From an optimization exercise on the open Yosys and OpenROAD flow, aimed at small area and few clock cycles; shortcuts taken in it are not production practice.

==> flow/design.v <==
module BUFFER(input [DATA_WIDTH-1:0] data_in,
					input clk,
					input ce,
					input rst,
					output [DATA_WIDTH-1:0] data_out
);
parameter DATA_DEPTH = 4;
parameter DATA_WIDTH = 32;
reg [DATA_DEPTH-1:0] shift_reg [DATA_WIDTH-1:0];
genvar i;
generate
	for (i=0; i < DATA_WIDTH; i=i+1) begin: buffer
		always @(posedge clk) begin
			if (rst==1'b1) begin
				shift_reg[i] <= 0;
			end else begin
				if (ce) begin
					if (DATA_DEPTH<2) begin
						shift_reg[i] <= data_in[i];
					end else begin
						shift_reg[i] <= {shift_reg[i][DATA_DEPTH-2:0], data_in[i]};
					end
				end
			end
		end
		assign data_out[i] = shift_reg[i][DATA_DEPTH-1:DATA_DEPTH-1];
	end
endgenerate
endmodule
`timescale 1ns / 1ps
module F(
    input empty,
    input [15:0] iu,
    input [15:0] iv,
    input [15:0] offset,
    input [PRECISION-1:0] indatar,
    input [PRECISION-1:0] indatai,
    output read,
    output valid,
    output [15:0] gind,
    output [15:0] cind,
    output [PRECISION-1:0] outdatar,
    output [PRECISION-1:0] outdatai,
    input clk,
    input rst
    );
	parameter PRECISION = 32;
	parameter GSIZE = 32;
	parameter SUPPORT = 7;
	parameter SSIZE = 2*SUPPORT+1;
	reg [3:0] k;	 
	wire last = (k == SSIZE - 1);
	always @(posedge clk)
		if (rst)
			k <= 0;
		else if (!empty)
			k <= last ? 4'd0 : k + 4'd1;
	function [16:0] radd(input [15:0] a, input [15:0] b, input ci);
		integer i;
		reg c;
		begin
			c = ci;
			for (i = 0; i < 16; i = i + 1) begin
				radd[i] = a[i] ^ b[i] ^ c;
				c = (a[i] & b[i]) | (c & (a[i] ^ b[i]));
			end
			radd[16] = c;
		end
	endfunction
	function [31:0] csa(input [15:0] a, input [15:0] b, input [15:0] c);
		csa = {(a & b) | (a & c) | (b & c), a ^ b ^ c};
	endfunction
	function [16:0] padd(input [15:0] a, input [15:0] b, input ci);
		reg [15:0] g, p, gg, pp;
		integer i, j, l;
		begin
			g = a & b;
			p = a ^ b;
			gg = g;
			pp = p;
			gg[0] = g[0] | (p[0] & ci);
			for (l = 0; l < 4; l = l + 1)
				for (i = 0; i < 16; i = i + 1)
					if ((i >> l) & 1) begin
						j = ((i >> (l + 1)) << (l + 1)) + (1 << l) - 1;
						gg[i] = gg[i] | (pp[i] & gg[j]);
						pp[i] = pp[i] & pp[j];
					end
			padd = {gg[15], p ^ {gg[14:0], ci}};
		end
	endfunction
	wire [3:0] n0 = offset[3:0], n1 = offset[7:4], n2 = offset[11:8], n3 = offset[15:12];
	wire [16:0] a = padd(n2, n3, 1'b0);			 
	wire [16:0] p = padd(n0, n1, 1'b0);			 
	wire [16:0] s = padd(p[4:0], a[4:0], 1'b0);		 
	reg [2:0] c;
	always @(*)
		case (s[5:0])
			0, 1, 2, 3, 4, 5, 6, 7, 8, 9, 10, 11, 12, 13, 14: c = 3'd0;
			15, 16, 17, 18, 19, 20, 21, 22, 23, 24, 25, 26, 27, 28, 29: c = 3'd1;
			30, 31, 32, 33, 34, 35, 36, 37, 38, 39, 40, 41, 42, 43, 44: c = 3'd2;
			45, 46, 47, 48, 49, 50, 51, 52, 53, 54, 55, 56, 57, 58, 59: c = 3'd3;
			default: c = 3'd4;
		endcase
	wire [31:0] dc = csa(n1, a[4:0], k);
	wire [16:0] d = padd(dc[4:0], {dc[20:16], 1'b0}, 1'b0);	 
	wire [16:0] u = radd(n3, a[4], 1'b0);			 
	wire [16:0] w = padd(d[5:0], c, 1'b0);			 
	wire [16:0] bh = padd({u[4:0], a[3:0]}, w[5:4], 1'b0);
	assign cind = {3'd0, bh[8:0], w[3:0]};
	assign valid = !empty;
	assign read = !empty && last;
	wire [16:0] gl = radd(iu[4:0], 5'd25, 1'b0);
	wire [31:0] g1 = csa(iv[10:0], iu[15:5], 11'h7ff);
	wire [31:0] g2 = csa(g1[10:0], {g1[25:16], 1'b0}, k);
	wire [16:0] gh = radd(g2[10:0], {g2[25:16], 1'b0}, gl[5]);
	assign gind = {gh[10:0], gl[4:0]};
	assign outdatar = indatar;
	assign outdatai = indatai;
endmodule
Settings: LEC_CHECK=0, CAP_MARGIN=20, CORE_MARGIN=2, CORE_UTILIZATION=55, CTS_BUF_LIST=sky130_fd_sc_hd__clkbuf_2, CTS_CLUSTER_DIAMETER=200, CTS_CLUSTER_SIZE=20, SLEW_MARGIN=20; clock period 8.0 ns.
standard.sh (not shown) runs the stock make flow with config.mk's settings and CLKGATE_MAP_FILE= SYNTH_SCRIPT=/design/flow/synth_recipe.tcl, a recipe that flattens the netlist after the stock synthesis.
==> flow/flow/run.sh <==
#!/bin/bash
# Standard layout with two changes to synthesis: adders stay plain gates
# (no full/half-adder cells) and ABC maps with flow/abc.script.
# Each tool's output goes to a log file in the work folder.
set -e
W=$(pwd)
{ head -n 1 synth_recipe.tcl; cat flow/abc_proc.tcl; tail -n +2 synth_recipe.tcl; } > own_synth.tcl
export MY_ABC_SCRIPT=$W/flow/abc.script MY_ABC_D=4500
bash standard.sh ADDER_MAP_FILE= SYNTH_SCRIPT=$W/own_synth.tcl BUFFER_PORTS_ARGS="-buffer_cell sky130_fd_sc_hd__buf_1" finish > standard.log 2>&1
==> flow/flow/abc.script <==
strash; dch; amap; topo; stime -c
==> flow/flow/abc_proc.tcl <==
# Own ABC script for technology mapping: synth.tcl calls abc with its
# -script and -D; this replaces the script with $MY_ABC_SCRIPT, in which
# {D} stands for the delay target $MY_ABC_D (ps).
proc abc {args} {
  set f [open $::env(MY_ABC_SCRIPT) r]
  set s [string map [list "{D}" $::env(MY_ABC_D)] [read $f]]
  close $f
  set script $::env(OBJECTS_DIR)/own_abc.script
  set f [open $script w]
  puts $f $s
  close $f
  set out {}
  for {set i 0} {$i < [llength $args]} {incr i} {
    set a [lindex $args $i]
    if {$a eq "-script"} { incr i; lappend out -script $script; continue }
    if {$a eq "-D"} { incr i; continue }
    lappend out $a
  }
  yosys abc {*}$out
}
Edit:
--- a/flow/design.v
+++ b/flow/design.v
@@ -91,8 +91,8 @@
 	endfunction
 	wire [3:0] n0 = offset[3:0], n1 = offset[7:4], n2 = offset[11:8], n3 = offset[15:12];
 	wire [16:0] a = padd(n2, n3, 1'b0);			 
-	wire [16:0] p = padd(n0, n1, 1'b0);			 
-	wire [16:0] s = padd(p[4:0], a[4:0], 1'b0);		 
+	wire [31:0] sc = csa(n0, n1, a[4:0]);
+	wire [16:0] s = padd(sc[4:0], {sc[20:16], 1'b0}, 1'b0);	 
 	reg [2:0] c;
 	always @(*)
 		case (s[5:0])
@@ -105,9 +105,9 @@
 	wire [31:0] dc = csa(n1, a[4:0], k);
 	wire [16:0] d = padd(dc[4:0], {dc[20:16], 1'b0}, 1'b0);	 
 	wire [16:0] u = radd(n3, a[4], 1'b0);			 
-	wire [16:0] w = padd(d[5:0], c, 1'b0);			 
-	wire [16:0] bh = padd({u[4:0], a[3:0]}, w[5:4], 1'b0);
-	assign cind = {3'd0, bh[8:0], w[3:0]};
+	wire [16:0] bh = padd({u[4:0], a[3:0]}, d[5:4], 1'b0);
+	wire [16:0] q = padd({bh[8:0], d[3:0]}, c, 1'b0);
+	assign cind = {3'd0, q[12:0]};
 	assign valid = !empty;
 	assign read = !empty && last;
 	wire [16:0] gl = radd(iu[4:0], 5'd25, 1'b0);
After rerunning: Clock skew goes up by 4.1 ps; global-route usage goes up by 2.2 points; count of clock-buffer cells in the layout stays the same; flip-flop and latch count does not change; setup slack improves by 250 ps; cell area falls by 5.1%.
Function was not checked in any run of this note: the RTL went through the layout flow alone.

-- separate check: timing with driven ports --
Ports are ideal in the flow. The routed layouts listed here were re-timed in OpenROAD.
Step 1, drivers: a clkbuf_16 drives clk and a buf_2 each remaining input, both assumed.
Step 2 also shifts input and output timing later by t, the mid clock arrival at the registers, as if the neighbouring blocks saw the same clock.
Three values: ideal, step 1, step 2; two values: the first two.
run | t (ns) | setup WS [ns] | worst setup path after step 2
the first run | 0.231 | 0.268 / 0.245 / 0.245 | input to output
the second run | 0.222 | 0.516 / 0.495 / 0.495 | input to output
After both steps every run listed still meets setup and hold. For the first run, which loses most, drivers alone change the setup slack by -0.023 ns; drivers and shift together by -0.023 ns.
